Context: an optimization exercise on an open-source flow, tuned for small area and a short achievable clock period. The choices shown serve that exercise and are no tape-out recipe. Function was not checked in any run shown here: the RTL went through the layout flow alone. Power is estimated from default activity; no workload was simulated.

## flow/design.v (module list and top-level ports; edited modules follow where they fit)
// module fpm: 2925 lines
// module fadd: 4 lines
// module bsel: 5 lines
// module ao22: 3 lines
// module benc: 4 lines
// module hadd: 4 lines
module fpm(
    input [32:1] a,
    input [32:1] b,
    input clk,
    input rst,
    input in_valid,
    output [32:1] c,
    output out_valid
    );
  // ...
==> flow/flow/run.sh <==
#!/bin/bash
set -euo pipefail
export BUFFER_PORTS_ARGS="-buffer_cell sky130_fd_sc_hd__buf_2"
bash standard.sh > standard.log 2>&1
==> flow/standard.sh <==
#!/bin/bash
# synth_recipe.tcl (not shown) runs the flow's synth.tcl, then flattens the netlist and writes it again
# the make line also repeats each setting of config.mk as NAME=value (left out here)
make -C /OpenROAD-flow-scripts/flow DESIGN_CONFIG=/design/flow/config.mk WORK_HOME=/design/flow/orfs CLKGATE_MAP_FILE= SYNTH_SCRIPT=/design/flow/synth_recipe.tcl "${@:-finish}"
==> flow/config.mk <==
export PLATFORM = sky130hd
export DESIGN_NAME = fpm
export DESIGN_NICKNAME = fpm
export VERILOG_FILES = /design/flow/design.v
export SDC_FILE = /design/flow/constraint.sdc
export NUM_CORES = 4
export LEC_CHECK = 0
export CAP_MARGIN = 50
export CORE_MARGIN = 2
export CORE_UTILIZATION = 60
export CTS_BUF_LIST = sky130_fd_sc_hd__clkbuf_8
export CTS_CLUSTER_DIAMETER = 50
export CTS_CLUSTER_SIZE = 18
export SETUP_SLACK_MARGIN = 2.35
export SLEW_MARGIN = 70
export SYNTH_HIERARCHICAL = 1
export SYNTH_MINIMUM_KEEP_SIZE = 0
export TNS_END_PERCENT = 0
==> flow/constraint.sdc <==
create_clock -name core_clock -period 5.0 [get_ports {clk}]
set_input_delay 1.0000 -clock core_clock [delete_from_list [all_inputs] [get_ports {clk}]]
set_output_delay 1.0000 -clock core_clock [all_outputs]
set_load 0.01 [all_outputs]
==> results.yml, run 1 <==
layout:
  buffers: 223
  reg_top3: "q_c (32), vld (3)"
  postLayoutCoreUtil_pct: 73.71
  regArea_mm2: 0.005672
  antennaDiodeCount: 1
  area_growth_pct: 21.58
  largest_reg_flops: 32
power_and_ir_drop:
  swShare_pct: 42.48
  power.group.top: "combinational logic"
  intPower_w: 0.008457
  ir_drop_mv: 0.5795
  p_seq_share_pct: 27.3
cts:
  ctsHtreeMaxLevel: 1
  path_clk_slew_ns: 0.10
  post_cts_buffers: 58
sta:
  setup_ws_ns: 2.213
  fmax_ghz: 0.3589
  finalSetupTns_ns: 0
global_route:
  grt_max_degree: 29
  overflow: 0
  grt_pass1_vias: 15610
logic_synthesis:
  syn_avg_cell_area_um2: 11.56
  ys_seq_area_share_pct: 28.01
  yosysWarnings: 7
  netlist_area_mm2: 0.02023
  muxShareOfSynthArea_pct: 0.1485
  synth_common_cells: "294 x xor2_1, 283 x dfxtp_1, 264 x a22o_1"
  synth_ff_type: "dfxtp_1"
  synth_top_family_by_area: "adder cells"
  synth_cells: 1750
place:
  dp_hpwl_um: 39890
drt:
  top_layer_used: "met4"
  routedWlPerCell_um: 23.89
  m1WireLength_um: 24270
  vias_per_cell: 6.209
outcome:
  status: "complete, no violations"
critical_path:
  critical_path_buf_inv_count: 1
  crit_end: "q1_s797"
  setup.worst_path.class: "input pin to flop"
floorplan:
  dieWidth_um: 187.6
  core-area_mm2: 0.03336
==> run 2, diff against run 1 <==
--- a/flow/design.v
+++ b/flow/design.v
@@ -2365,269 +2365,269 @@
 assign g1053 = q2_c954 & q2_s957;
 assign pp1054 = q2_c954 ^ q2_s957;
 assign g1055 = q2_c958 & q2_s961;
 assign pp1056 = q2_c958 ^ q2_s961;
 assign g1057 = q2_c962 & q2_x963;
 assign pp1058 = q2_c962 ^ q2_x963;
 assign G1059 = 1'b0 | (bp5 & g965);
 assign P1060 = bp5 & pp966;
-assign G1061 = g969 | (pp970 & g967);
+gcomb u_G1061 (g969, pp970, g967, G1061);
 assign P1062 = pp970 & pp968;
-assign G1063 = g973 | (pp974 & g971);
+gcomb u_G1063 (g973, pp974, g971, G1063);
 assign P1064 = pp974 & pp972;
-assign G1065 = g977 | (pp978 & q1_g975);
+gcomb u_G1065 (g977, pp978, q1_g975, G1065);
 assign P1066 = pp978 & q1_pp976;
-assign G1067 = g981 | (pp982 & g979);
+gcomb u_G1067 (g981, pp982, g979, G1067);
 assign P1068 = pp982 & pp980;
-assign G1069 = g985 | (pp986 & g983);
+gcomb u_G1069 (g985, pp986, g983, G1069);
 assign P1070 = pp986 & pp984;
-assign G1071 = g989 | (pp990 & g987);
+gcomb u_G1071 (g989, pp990, g987, G1071);
 assign P1072 = pp990 & pp988;
-assign G1073 = g993 | (pp994 & g991);
+gcomb u_G1073 (g993, pp994, g991, G1073);
 assign P1074 = pp994 & pp992;
-assign G1075 = g997 | (pp998 & g995);
+gcomb u_G1075 (g997, pp998, g995, G1075);
 assign P1076 = pp998 & pp996;
-assign G1077 = g1001 | (pp1002 & g999);
+gcomb u_G1077 (g1001, pp1002, g999, G1077);
 assign P1078 = pp1002 & pp1000;
-assign G1079 = q2_g1005 | (q2_pp1006 & q2_g1003);
+gcomb u_G1079 (q2_g1005, q2_pp1006, q2_g1003, G1079);
 assign P1080 = q2_pp1006 & q2_pp1004;
-assign G1081 = g1009 | (pp1010 & q2_g1007);
+gcomb u_G1081 (g1009, pp1010, q2_g1007, G1081);
 assign P1082 = pp1010 & q2_pp1008;
-assign G1083 = g1013 | (pp1014 & g1011);
+gcomb u_G1083 (g1013, pp1014, g1011, G1083);
 assign P1084 = pp1014 & pp1012;
-assign G1085 = g1017 | (pp1018 & g1015);
+gcomb u_G1085 (g1017, pp1018, g1015, G1085);
 assign P1086 = pp1018 & pp1016;
-assign G1087 = g1021 | (pp1022 & g1019);
+gcomb u_G1087 (g1021, pp1022, g1019, G1087);
 assign P1088 = pp1022 & pp1020;
-assign G1089 = g1025 | (pp1026 & g1023);
+gcomb u_G1089 (g1025, pp1026, g1023, G1089);
 assign P1090 = pp1026 & pp1024;
-assign G1091 = g1029 | (pp1030 & g1027);
+gcomb u_G1091 (g1029, pp1030, g1027, G1091);
 assign P1092 = pp1030 & pp1028;
-assign G1093 = g1033 | (pp1034 & g1031);
+gcomb u_G1093 (g1033, pp1034, g1031, G1093);
 assign P1094 = pp1034 & pp1032;
-assign G1095 = g1037 | (pp1038 & g1035);
+gcomb u_G1095 (g1037, pp1038, g1035, G1095);
 assign P1096 = pp1038 & pp1036;
-assign G1097 = g1041 | (pp1042 & g1039);
+gcomb u_G1097 (g1041, pp1042, g1039, G1097);
 assign P1098 = pp1042 & pp1040;
-assign G1099 = g1045 | (pp1046 & g1043);
+gcomb u_G1099 (g1045, pp1046, g1043, G1099);
 assign P1100 = pp1046 & pp1044;
-assign G1101 = g1049 | (pp1050 & g1047);
+gcomb u_G1101 (g1049, pp1050, g1047, G1101);
 assign P1102 = pp1050 & pp1048;
-assign G1103 = g1053 | (pp1054 & g1051);
+gcomb u_G1103 (g1053, pp1054, g1051, G1103);
 assign P1104 = pp1054 & pp1052;
-assign G1105 = g1057 | (pp1058 & g1055);
+gcomb u_G1105 (g1057, pp1058, g1055, G1105);
 assign P1106 = pp1058 & pp1056;
-assign G1107 = g967 | (pp968 & G1059);
+gcomb u_G1107 (g967, pp968, G1059, G1107);
 assign P1108 = pp968 & P1060;
-assign G1109 = G1061 | (P1062 & G1059);
+gcomb u_G1109 (G1061, P1062, G1059, G1109);
 assign P1110 = P1062 & P1060;
-assign G1111 = q1_g975 | (q1_pp976 & q1_G1063);
+gcomb u_G1111 (q1_g975, q1_pp976, q1_G1063, G1111);
 assign P1112 = q1_pp976 & q1_P1064;
-assign G1113 = G1065 | (P1066 & q1_G1063);
+gcomb u_G1113 (G1065, P1066, q1_G1063, G1113);
 assign P1114 = P1066 & q1_P1064;
-assign G1115 = g983 | (pp984 & G1067);
+gcomb u_G1115 (g983, pp984, G1067, G1115);
 assign P1116 = pp984 & P1068;
-assign G1117 = G1069 | (P1070 & G1067);
+gcomb u_G1117 (G1069, P1070, G1067, G1117);
 assign P1118 = P1070 & P1068;
-assign G1119 = g991 | (pp992 & G1071);
+gcomb u_G1119 (g991, pp992, G1071, G1119);
 assign P1120 = pp992 & P1072;
-assign G1121 = G1073 | (P1074 & G1071);
+gcomb u_G1121 (G1073, P1074, G1071, G1121);
 assign P1122 = P1074 & P1072;
-assign G1123 = g999 | (pp1000 & G1075);
+gcomb u_G1123 (g999, pp1000, G1075, G1123);
 assign P1124 = pp1000 & P1076;
-assign G1125 = G1077 | (P1078 & G1075);
+gcomb u_G1125 (G1077, P1078, G1075, G1125);
 assign P1126 = P1078 & P1076;
-assign G1127 = q2_g1007 | (q2_pp1008 & G1079);
+gcomb u_G1127 (q2_g1007, q2_pp1008, G1079, G1127);
 assign P1128 = q2_pp1008 & P1080;
-assign G1129 = G1081 | (P1082 & G1079);
+gcomb u_G1129 (G1081, P1082, G1079, G1129);
 assign P1130 = P1082 & P1080;
-assign G1131 = g1015 | (pp1016 & G1083);
+gcomb u_G1131 (g1015, pp1016, G1083, G1131);
 assign P1132 = pp1016 & P1084;
-assign G1133 = G1085 | (P1086 & G1083);
+gcomb u_G1133 (G1085, P1086, G1083, G1133);
 assign P1134 = P1086 & P1084;
-assign G1135 = g1023 | (pp1024 & G1087);
+gcomb u_G1135 (g1023, pp1024, G1087, G1135);
 assign P1136 = pp1024 & P1088;
-assign G1137 = G1089 | (P1090 & G1087);
+gcomb u_G1137 (G1089, P1090, G1087, G1137);
 assign P1138 = P1090 & P1088;
-assign G1139 = g1031 | (pp1032 & G1091);
+gcomb u_G1139 (g1031, pp1032, G1091, G1139);
 assign P1140 = pp1032 & P1092;
-assign G1141 = G1093 | (P1094 & G1091);
+gcomb u_G1141 (G1093, P1094, G1091, G1141);
 assign P1142 = P1094 & P1092;
-assign G1143 = g1039 | (pp1040 & G1095);
+gcomb u_G1143 (g1039, pp1040, G1095, G1143);
 assign P1144 = pp1040 & P1096;
-assign G1145 = G1097 | (P1098 & G1095);
+gcomb u_G1145 (G1097, P1098, G1095, G1145);
 assign P1146 = P1098 & P1096;
-assign G1147 = g1047 | (pp1048 & G1099);
+gcomb u_G1147 (g1047, pp1048, G1099, G1147);
 assign P1148 = pp1048 & P1100;
-assign G1149 = G1101 | (P1102 & G1099);
+gcomb u_G1149 (G1101, P1102, G1099, G1149);
 assign P1150 = P1102 & P1100;
-assign G1151 = g1055 | (pp1056 & G1103);
+gcomb u_G1151 (g1055, pp1056, G1103, G1151);
 assign P1152 = pp1056 & P1104;
-assign G1153 = G1105 | (P1106 & G1103);
+gcomb u_G1153 (G1105, P1106, G1103, G1153);
 assign P1154 = P1106 & P1104;
-assign G1155 = g971 | (pp972 & G1109);
+gcomb u_G1155 (g971, pp972, G1109, G1155);
 assign P1156 = pp972 & P1110;
-assign G1157 = q1_G1063 | (q1_P1064 & q1_G1109);
+gcomb u_G1157 (q1_G1063, q1_P1064, q1_G1109, G1157);
 assign P1158 = P1064 & P1110;
-assign G1159 = G1111 | (P1112 & q1_G1109);
+gcomb u_G1159 (G1111, P1112, q1_G1109, G1159);
 assign P1160 = P1112 & q1_P1110;
-assign G1161 = G1113 | (P1114 & q1_G1109);
+gcomb u_G1161 (G1113, P1114, q1_G1109, G1161);
 assign P1162 = P1114 & q1_P1110;
-assign G1163 = g987 | (pp988 & G1117);
+gcomb u_G1163 (g987, pp988, G1117, G1163);
 assign P1164 = pp988 & P1118;
-assign G1165 = G1071 | (P1072 & G1117);
+gcomb u_G1165 (G1071, P1072, G1117, G1165);
 assign P1166 = P1072 & P1118;
-assign G1167 = G1119 | (P1120 & G1117);
+gcomb u_G1167 (G1119, P1120, G1117, G1167);
 assign P1168 = P1120 & P1118;
-assign G1169 = G1121 | (P1122 & G1117);
+gcomb u_G1169 (G1121, P1122, G1117, G1169);
 assign P1170 = P1122 & P1118;
-assign G1171 = q2_g1003 | (q2_pp1004 & q2_G1125);
+gcomb u_G1171 (q2_g1003, q2_pp1004, q2_G1125, G1171);
 assign P1172 = pp1004 & P1126;
-assign G1173 = G1079 | (P1080 & q2_G1125);
+gcomb u_G1173 (G1079, P1080, q2_G1125, G1173);
 assign P1174 = P1080 & q2_P1126;
-assign G1175 = G1127 | (P1128 & q2_G1125);
+gcomb u_G1175 (G1127, P1128, q2_G1125, G1175);
 assign P1176 = P1128 & q2_P1126;
-assign G1177 = G1129 | (P1130 & q2_G1125);
+gcomb u_G1177 (G1129, P1130, q2_G1125, G1177);
 assign P1178 = P1130 & q2_P1126;
-assign G1179 = g1019 | (pp1020 & G1133);
+gcomb u_G1179 (g1019, pp1020, G1133, G1179);
 assign P1180 = pp1020 & P1134;
-assign G1181 = G1087 | (P1088 & G1133);
+gcomb u_G1181 (G1087, P1088, G1133, G1181);
 assign P1182 = P1088 & P1134;
-assign G1183 = G1135 | (P1136 & G1133);
+gcomb u_G1183 (G1135, P1136, G1133, G1183);
 assign P1184 = P1136 & P1134;
-assign G1185 = G1137 | (P1138 & G1133);
+gcomb u_G1185 (G1137, P1138, G1133, G1185);
 assign P1186 = P1138 & P1134;
-assign G1187 = g1035 | (pp1036 & G1141);
+gcomb u_G1187 (g1035, pp1036, G1141, G1187);
 assign P1188 = pp1036 & P1142;
-assign G1189 = G1095 | (P1096 & G1141);
+gcomb u_G1189 (G1095, P1096, G1141, G1189);
 assign P1190 = P1096 & P1142;
-assign G1191 = G1143 | (P1144 & G1141);
+gcomb u_G1191 (G1143, P1144, G1141, G1191);
 assign P1192 = P1144 & P1142;
-assign G1193 = G1145 | (P1146 & G1141);
+gcomb u_G1193 (G1145, P1146, G1141, G1193);
 assign P1194 = P1146 & P1142;
-assign G1195 = g1051 | (pp1052 & G1149);
+gcomb u_G1195 (g1051, pp1052, G1149, G1195);
 assign P1196 = pp1052 & P1150;
-assign G1197 = G1103 | (P1104 & G1149);
+gcomb u_G1197 (G1103, P1104, G1149, G1197);
 assign P1198 = P1104 & P1150;
-assign G1199 = G1151 | (P1152 & G1149);
+gcomb u_G1199 (G1151, P1152, G1149, G1199);
 assign P1200 = P1152 & P1150;
-assign G1201 = G1153 | (P1154 & G1149);
+gcomb u_G1201 (G1153, P1154, G1149, G1201);
 assign P1202 = P1154 & P1150;
-assign G1203 = g979 | (pp980 & G1161);
+gcomb u_G1203 (g979, pp980, G1161, G1203);
 assign P1204 = pp980 & P1162;
-assign G1205 = G1067 | (P1068 & G1161);
+gcomb u_G1205 (G1067, P1068, G1161, G1205);
 assign P1206 = P1068 & P1162;
-assign G1207 = G1115 | (P1116 & G1161);
+gcomb u_G1207 (G1115, P1116, G1161, G1207);
 assign P1208 = P1116 & P1162;
-assign G1209 = G1117 | (P1118 & G1161);
+gcomb u_G1209 (G1117, P1118, G1161, G1209);
 assign P1210 = P1118 & P1162;
-assign G1211 = G1163 | (P1164 & G1161);
+gcomb u_G1211 (G1163, P1164, G1161, G1211);
 assign P1212 = P1164 & P1162;
-assign G1213 = G1165 | (P1166 & G1161);
+gcomb u_G1213 (G1165, P1166, G1161, G1213);
 assign P1214 = P1166 & P1162;
-assign G1215 = G1167 | (P1168 & G1161);
+gcomb u_G1215 (G1167, P1168, G1161, G1215);
 assign P1216 = P1168 & P1162;
-assign G1217 = q2_G1169 | (q2_P1170 & q2_G1161);
+gcomb u_G1217 (q2_G1169, q2_P1170, q2_G1161, G1217);
 assign P1218 = P1170 & P1162;
-assign G1219 = g1011 | (pp1012 & G1177);
+gcomb u_G1219 (g1011, pp1012, G1177, G1219);
 assign P1220 = pp1012 & P1178;
-assign G1221 = G1083 | (P1084 & G1177);
+gcomb u_G1221 (G1083, P1084, G1177, G1221);
 assign P1222 = P1084 & P1178;
-assign G1223 = G1131 | (P1132 & G1177);
+gcomb u_G1223 (G1131, P1132, G1177, G1223);
 assign P1224 = P1132 & P1178;
-assign G1225 = G1133 | (P1134 & G1177);
+gcomb u_G1225 (G1133, P1134, G1177, G1225);
 assign P1226 = P1134 & P1178;
-assign G1227 = G1179 | (P1180 & G1177);
+gcomb u_G1227 (G1179, P1180, G1177, G1227);
 assign P1228 = P1180 & P1178;
-assign G1229 = G1181 | (P1182 & G1177);
+gcomb u_G1229 (G1181, P1182, G1177, G1229);
 assign P1230 = P1182 & P1178;
-assign G1231 = G1183 | (P1184 & G1177);
+gcomb u_G1231 (G1183, P1184, G1177, G1231);
 assign P1232 = P1184 & P1178;
-assign G1233 = G1185 | (P1186 & G1177);
+gcomb u_G1233 (G1185, P1186, G1177, G1233);
 assign P1234 = P1186 & P1178;
-assign G1235 = g1043 | (pp1044 & G1193);
+gcomb u_G1235 (g1043, pp1044, G1193, G1235);
 assign P1236 = pp1044 & P1194;
-assign G1237 = G1099 | (P1100 & G1193);
+gcomb u_G1237 (G1099, P1100, G1193, G1237);
 assign P1238 = P1100 & P1194;
-assign G1239 = G1147 | (P1148 & G1193);
+gcomb u_G1239 (G1147, P1148, G1193, G1239);
 assign P1240 = P1148 & P1194;
-assign G1241 = G1149 | (P1150 & G1193);
+gcomb u_G1241 (G1149, P1150, G1193, G1241);
 assign P1242 = P1150 & P1194;
-assign G1243 = G1195 | (P1196 & G1193);
+gcomb u_G1243 (G1195, P1196, G1193, G1243);
 assign P1244 = P1196 & P1194;
-assign G1245 = G1197 | (P1198 & G1193);
+gcomb u_G1245 (G1197, P1198, G1193, G1245);
 assign P1246 = P1198 & P1194;
-assign G1247 = G1199 | (P1200 & G1193);
+gcomb u_G1247 (G1199, P1200, G1193, G1247);
 assign P1248 = P1200 & P1194;
-assign G1249 = G1201 | (P1202 & G1193);
+gcomb u_G1249 (G1201, P1202, G1193, G1249);
 assign P1250 = P1202 & P1194;
-assign G1251 = q2_g995 | (q2_pp996 & G1217);
+gcomb u_G1251 (q2_g995, q2_pp996, G1217, G1251);
 assign P1252 = q2_pp996 & q2_P1218;
-assign G1253 = q2_G1075 | (q2_P1076 & G1217);
+gcomb u_G1253 (q2_G1075, q2_P1076, G1217, G1253);
 assign P1254 = q2_P1076 & q2_P1218;
-assign G1255 = q2_G1123 | (q2_P1124 & G1217);
+gcomb u_G1255 (q2_G1123, q2_P1124, G1217, G1255);
 assign P1256 = q2_P1124 & q2_P1218;
-assign G1257 = q2_G1125 | (q2_P1126 & G1217);
+gcomb u_G1257 (q2_G1125, q2_P1126, G1217, G1257);
 assign P1258 = q2_P1126 & q2_P1218;
-assign G1259 = G1171 | (q2_P1172 & G1217);
+gcomb u_G1259 (G1171, q2_P1172, G1217, G1259);
 assign P1260 = q2_P1172 & q2_P1218;
-assign G1261 = G1173 | (P1174 & G1217);
+gcomb u_G1261 (G1173, P1174, G1217, G1261);
 assign P1262 = P1174 & q2_P1218;
-assign G1263 = G1175 | (P1176 & G1217);
+gcomb u_G1263 (G1175, P1176, G1217, G1263);
 assign P1264 = P1176 & q2_P1218;
-assign G1265 = G1177 | (P1178 & G1217);
+gcomb u_G1265 (G1177, P1178, G1217, G1265);
 assign P1266 = P1178 & q2_P1218;
-assign G1267 = G1219 | (P1220 & G1217);
+gcomb u_G1267 (G1219, P1220, G1217, G1267);
 assign P1268 = P1220 & q2_P1218;
-assign G1269 = G1221 | (P1222 & G1217);
+gcomb u_G1269 (G1221, P1222, G1217, G1269);
 assign P1270 = P1222 & q2_P1218;
-assign G1271 = G1223 | (P1224 & G1217);
+gcomb u_G1271 (G1223, P1224, G1217, G1271);
 assign P1272 = P1224 & q2_P1218;
-assign G1273 = G1225 | (P1226 & G1217);
+gcomb u_G1273 (G1225, P1226, G1217, G1273);
 assign P1274 = P1226 & q2_P1218;
-assign G1275 = G1227 | (P1228 & G1217);
+gcomb u_G1275 (G1227, P1228, G1217, G1275);
 assign P1276 = P1228 & q2_P1218;
-assign G1277 = G1229 | (P1230 & G1217);
+gcomb u_G1277 (G1229, P1230, G1217, G1277);
 assign P1278 = P1230 & q2_P1218;
-assign G1279 = G1231 | (P1232 & G1217);
+gcomb u_G1279 (G1231, P1232, G1217, G1279);
 assign P1280 = P1232 & q2_P1218;
-assign G1281 = G1233 | (P1234 & G1217);
+gcomb u_G1281 (G1233, P1234, G1217, G1281);
 assign P1282 = P1234 & q2_P1218;
-assign G1283 = g1027 | (pp1028 & G1281);
+gcomb u_G1283 (g1027, pp1028, G1281, G1283);
 assign P1284 = pp1028 & P1282;
-assign G1285 = G1091 | (P1092 & G1281);
+gcomb u_G1285 (G1091, P1092, G1281, G1285);
 assign P1286 = P1092 & P1282;
-assign G1287 = G1139 | (P1140 & G1281);
+gcomb u_G1287 (G1139, P1140, G1281, G1287);
 assign P1288 = P1140 & P1282;
-assign G1289 = G1141 | (P1142 & G1281);
+gcomb u_G1289 (G1141, P1142, G1281, G1289);
 assign P1290 = P1142 & P1282;
-assign G1291 = G1187 | (P1188 & G1281);
+gcomb u_G1291 (G1187, P1188, G1281, G1291);
 assign P1292 = P1188 & P1282;
-assign G1293 = G1189 | (P1190 & G1281);
+gcomb u_G1293 (G1189, P1190, G1281, G1293);
 assign P1294 = P1190 & P1282;
-assign G1295 = G1191 | (P1192 & G1281);
+gcomb u_G1295 (G1191, P1192, G1281, G1295);
 assign P1296 = P1192 & P1282;
-assign G1297 = G1193 | (P1194 & G1281);
+gcomb u_G1297 (G1193, P1194, G1281, G1297);
 assign P1298 = P1194 & P1282;
-assign G1299 = G1235 | (P1236 & G1281);
+gcomb u_G1299 (G1235, P1236, G1281, G1299);
 assign P1300 = P1236 & P1282;
-assign G1301 = G1237 | (P1238 & G1281);
+gcomb u_G1301 (G1237, P1238, G1281, G1301);
 assign P1302 = P1238 & P1282;
-assign G1303 = G1239 | (P1240 & G1281);
+gcomb u_G1303 (G1239, P1240, G1281, G1303);
 assign P1304 = P1240 & P1282;
-assign G1305 = G1241 | (P1242 & G1281);
+gcomb u_G1305 (G1241, P1242, G1281, G1305);
 assign P1306 = P1242 & P1282;
-assign G1307 = G1243 | (P1244 & G1281);
+gcomb u_G1307 (G1243, P1244, G1281, G1307);
 assign P1308 = P1244 & P1282;
-assign G1309 = G1245 | (P1246 & G1281);
+gcomb u_G1309 (G1245, P1246, G1281, G1309);
 assign P1310 = P1246 & P1282;
-assign G1311 = G1247 | (P1248 & G1281);
+gcomb u_G1311 (G1247, P1248, G1281, G1311);
 assign P1312 = P1248 & P1282;
-assign G1313 = G1249 | (P1250 & G1281);
+gcomb u_G1313 (G1249, P1250, G1281, G1313);
 assign P1314 = P1250 & P1282;
 assign P1315 = pp1010 ^ G1263;
 assign P1316 = pp1012 ^ G1265;
 assign P1317 = pp1014 ^ G1267;
 assign P1318 = pp1016 ^ G1269;
 assign P1319 = pp1018 ^ G1271;
 assign P1320 = pp1020 ^ G1273;
 assign P1321 = pp1022 ^ G1275;
@@ -2934,12 +2934,15 @@
 endmodule
 module ao22(input a1, input a2, input b1, input b2, output y);
 assign y = (a1 & a2) | (b1 & b2);
 endmodule
 module benc(input y2, input y1, input y0, output one, output two);
 assign one = y1 ^ y0;
 assign two = (y2 & ~y1 & ~y0) | (~y2 & y1 & y0);
 endmodule
+module gcomb(input g, input p, input c, output y);
+assign y = g | (p & c);
+endmodule
 module hadd(input x, input y, output s, output co);
 assign s = x ^ y;
 assign co = x & y;
 endmodule
--- a/flow/config.mk
+++ b/flow/config.mk
@@ -6,13 +6,13 @@
 export NUM_CORES = 4
 export LEC_CHECK = 0
 export CAP_MARGIN = 50
 export CORE_MARGIN = 2
 export CORE_UTILIZATION = 60
 export CTS_BUF_LIST = sky130_fd_sc_hd__clkbuf_8
 export CTS_CLUSTER_DIAMETER = 50
 export CTS_CLUSTER_SIZE = 18
-export SETUP_SLACK_MARGIN = 2.35
+export SETUP_SLACK_MARGIN = 2.4
 export SLEW_MARGIN = 70
 export SYNTH_HIERARCHICAL = 1
 export SYNTH_MINIMUM_KEEP_SIZE = 0
 export TNS_END_PERCENT = 0
==> run 2 against run 1 <==
  * Still clean on timing, DRC and antenna
  * Non-clock buffer count is 55 lower
  * Clock skew is 0.028 ns lower
  * Cell count is 2.2% lower
  * Worst setup slack worse by 0.25 ns
  * Largest power group unchanged
==> results.yml, run 2 <==
layout:
  area_growth_pct: 17.30
  fillCellCount: 2462
  stdcell_count: 2418
  final_cell_mix: "271 x dfxtp_1, 269 x xor2_1, 265 x a22o_1"
  largest_reg_flops: 32
  largest_register: "q_c"
  drive_above_1_share_pct: 18.18
  reg_top3: "q_c (32), vld (3)"
  postLayoutCoreUtil_pct: 71.44
  finalNetCount: 2371
  layout_commonest_cell: "dfxtp_1"
critical_path:
  cp.depth: 11
  setup.worst_path.class: "flop to flop"
  cpMostUsedCell: "a21o_1"
  worstPathMaxFanout: 6
  crit_chain: "ha_4, and2_1, a21o_1, a21o_1, a21o_1, a21o_4, a21o_1, xnor3_2, or2_4, or4b_1, nor3b_2"
  end_kind: "flop"
  r2r_start: "q2_c766"
  cp.required_ns: 5.47
  slowest_stage: "or4b_1"
  r2r_end: "q_c[30]"
  critical-path-top-delay-family: "simple AND/OR/NAND/NOR gates"
  worstRegToRegCells: 11
  worstPathArrival_ns: 3.50
  cp_slowest_stage_delay_ns: 0.52
  reg2reg_slack_ns: 1.96
  crit_end: "q_c[30]"
  start_kind: "flop"
  critical_path_buf_inv_count: 0
  critPathLaunch: "q2_c766"
drt:
  dr.pass1.iters: 5
  ant_nets: 0
  route.detailed.drc: 0
  drtIter0Drc: 1078
  wirelength_um: 56090
  vias: 14840
  vias_per_cell: 6.139
  routedWlPerCell_um: 23.20
cts:
  cts_buffer_depth: 3
  root_buffer: "clkbuf_8"
  clk-insertion-delay-late_ns: 0.59
  ctsHtreeMaxLevel: 2
  path_clk_slew_ns: 0.10
  cts_tree: "yes"
  cts.sinks: 283
  cts_hold_buffers: 0
  cts_made_buffers: 35
logic_synthesis:
  synthMostInstantiatedCell: "xor2_1"
  yosys-top-cells-area: "dfxtp_1 28%, fa_1 25%, xor2_1 12%, a22o_1 11%, ha_1 6.7%"
  ys_seq_area_share_pct: 27.74
  netlist_area_mm2: 0.02042
  synth_top_cell_area_share_pct: 27.74
  synth.largest_area_cell: "dfxtp_1"
  synth_cell_types: 46
  synth_seq_cells: 283
  synth_common_cells: "289 x xor2_1, 283 x dfxtp_1, 265 x a22o_1"
  syn_avg_cell_area_um2: 11.78
  synth_cells: 1734
  synth_ff_type: "dfxtp_1"
  synth_edf_count: 0
  async_flop_share_pct: 0
  yosysWarnings: 7
power_and_ir_drop:
  power.leakage_nw: 10.87
  ir_drop_mv: 0.4745
  power.density_mw_per_mm2: 634.1
global_route:
  grt_max_degree: 30
  antenna_found_initial: 1
  grt_pass1_vias: 15150
  grt_first_pass_wirelength_um: 86970
  overflow: 0
  grt_util_all_layers_pct: 31.83
floorplan:
  fp-row-count: 67
  die_h_um: 188.5
  dieArea_mm2: 0.03553
  dieWidth_um: 188.5
  core-area_mm2: 0.03353
  pin_count: 100
  start_util_pct: 60.91
sta:
  drv_slew: 0
  fmax_ghz: 0.3293
  final.setup_skew_ns: 0.02206
  rsz0062_at_grt: "yes"
  hold_viol: 0
  finalCriticalPeriod_ns: 3.036
  period_share_pct: 60.73
  finalSetupTns_ns: 0
  setup_violations: 0
outcome:
  status: "complete, no violations"
place:
  dp_hpwl_um: 39560
  dp.cells: 2316
  port_buffers: 99
  place_congestion: 0.8776
worst_hold_path:
  min_path_type: "flop to flop"
job:
  maxCapViolations: 0
==> run 2: cell count changes after synthesis, moves of 10 or more <==
cell / previous run / this run
mux2i_1: 3 / 17
o21ai_0: 19 / 6
a21o_1: 17 / 98
nand2_1: 71 / 39
nor2_1: 32 / 16
and2_1: 7 / 36
and3_1: 6 / 27
a21oi_1: 49 / 16
nand3_1: 16 / 4
a211oi_1: 15 / 5
nor2b_1: 9 / 25
==> run 2: final cells by class <==
class                           count  area [µm²]  area share [%]
Tap cell                          448       560.5           2.340
Inverter                           68       257.7           1.076
Timing Repair Buffer              168        1191           4.972
Sequential cell                   283        5685           23.73
Clock inverter                     24       315.3           1.316
Antenna cell                        1       2.502         0.01045
Multi-Input combinational cell   1387       15410           64.31
Clock buffer                       39       536.8           2.241
==> run 2: logic make-up after synthesis <==
group	after synthesis	share of synthesized area, %
XOR/XNOR	344	14.82
multiplexers	17	0.8332
AO/OA/AOI/OAI	426	17.58
buffers and inverters	86	1.611
flip-flops	283	27.74
other	1	0.01836
adder cells (fa/ha/maj)	361	31.38
AND/OR/NAND/NOR	216	6.016
==> run 2: how the worst min path moves through the flow <==
| stage | startpoint | endpoint | cells past startpoint |
|---|---|---|---|
| after global placement | q1_w_S0_2 | q2_w_S0_2 | 0 |
| final | q1_w_S0_3 | q2_w_S0_3 | 0 |
| after global routing | q1_w_S0_8 | q2_w_S0_8 | 0 |
| after CTS | q1_w_S0_3 | q2_w_S0_3 | 0 |
| after detailed placement | q1_c954 | q2_c954 | 0 |
| after floorplan | q1_c954 | q2_c954 | 0 |
==> run 2: stage by stage <==
stage          hold WS [ns]  cell area (µm²)  worst slack (ns)  power (W)
6_report             0.3185            23960             1.964    0.01519
5_1_grt              0.3196            23960             1.914    0.01665
4_1_cts              0.3209            23650             1.997    0.01502
3_5_place_dp         0.3121            22520             1.026    0.01276
3_3_place_gp         0.3103            22080             1.061    0.01234
2_1_floorplan        0.3096            20940             1.941   0.009963
==> run 2: Yosys stat by module (local to each module, per instance) <==
module | cells inside | copies in the design
ao22 | 1 | 264
benc | 4 | 20
bsel | 1 | 264
fadd | 1 | 251
fpm | 745 | 1
gcomb | 1 | 96
hadd | 1 | 34
==> run 2: worst reg2reg max path, stage by stage, from the launching register on <==
cell and delay, ns:
dfxtp_1 0.41, ha_4 0.25, and2_1 0.16, a21o_1 0.18, a21o_1 0.15, a21o_1 0.17, a21o_4 0.22, a21o_1 0.17
xnor3_2 0.23, or2_4 0.30, or4b_1 0.52, nor3b_2 0.16
==> run 2: power breakdown <==
part / leakage, nW / switching (W) / total (W) / internal, W
clock network: 0.432 / 0.00103 / 0.00199 / 0.000956
logic: 8.05 / 0.00475 / 0.00920 / 0.00445
registers: 2.38 / 0.000520 / 0.00400 / 0.00348
==> run 2: repair_timing <==
item / in CTS / in global routing
endpoints found under the setup margin: 176 / 173
setup buffers: 16 / 11
gates cloned: 0 / 0
pin swaps: 10 / 16
gates resized for setup: 32 / 31
==> run 2: routing by layer <==
metal / share of wire (%) / up-vias / GRT usage, %
met4: 2.7 / 0 / 9.946
met2: 46 / 741 / 51.36
li1: - / 6544 / -
met1: 41 / 7452 / 43.47
met3: 9.8 / 106 / 6.389
met5: 0 / - / 0

==> static timing again, ports no longer ideal <==
The flow's constraints put no driver on any port. The routed layouts listed below were extracted and timed again, unchanged, in two steps. Step 1 assumes that a clkbuf_16 drives the clock port and a buf_2 every other input. Step 2 adds t to the input delays and takes it off the output delays; t is the mean of the earliest and latest rising clock arrival at the registers after step 1. Input paths then give back, and output paths get back, about the clock's delay inside the block. Slacks: ideal ports / drivers / drivers and shift; pairs: ideal ports / drivers.
| run | shift t [ns] | setup slack, ns | hold WS [ns] | cell pins on the clock port's net |
|---|---|---|---|---|
| run 1 | 0.692 | 2.213 / 2.235 / 1.543 | 0.327 / 0.327 / 0.327 | 1 |
| run 2 | 0.624 | 1.964 / 1.964 / 1.376 | 0.318 / 0.318 / 0.318 | 1 |
After both steps every run listed still meets setup and hold. The setup slack of run 1, which loses most, moves by +0.022 ns with the drivers and by -0.670 ns with both steps.
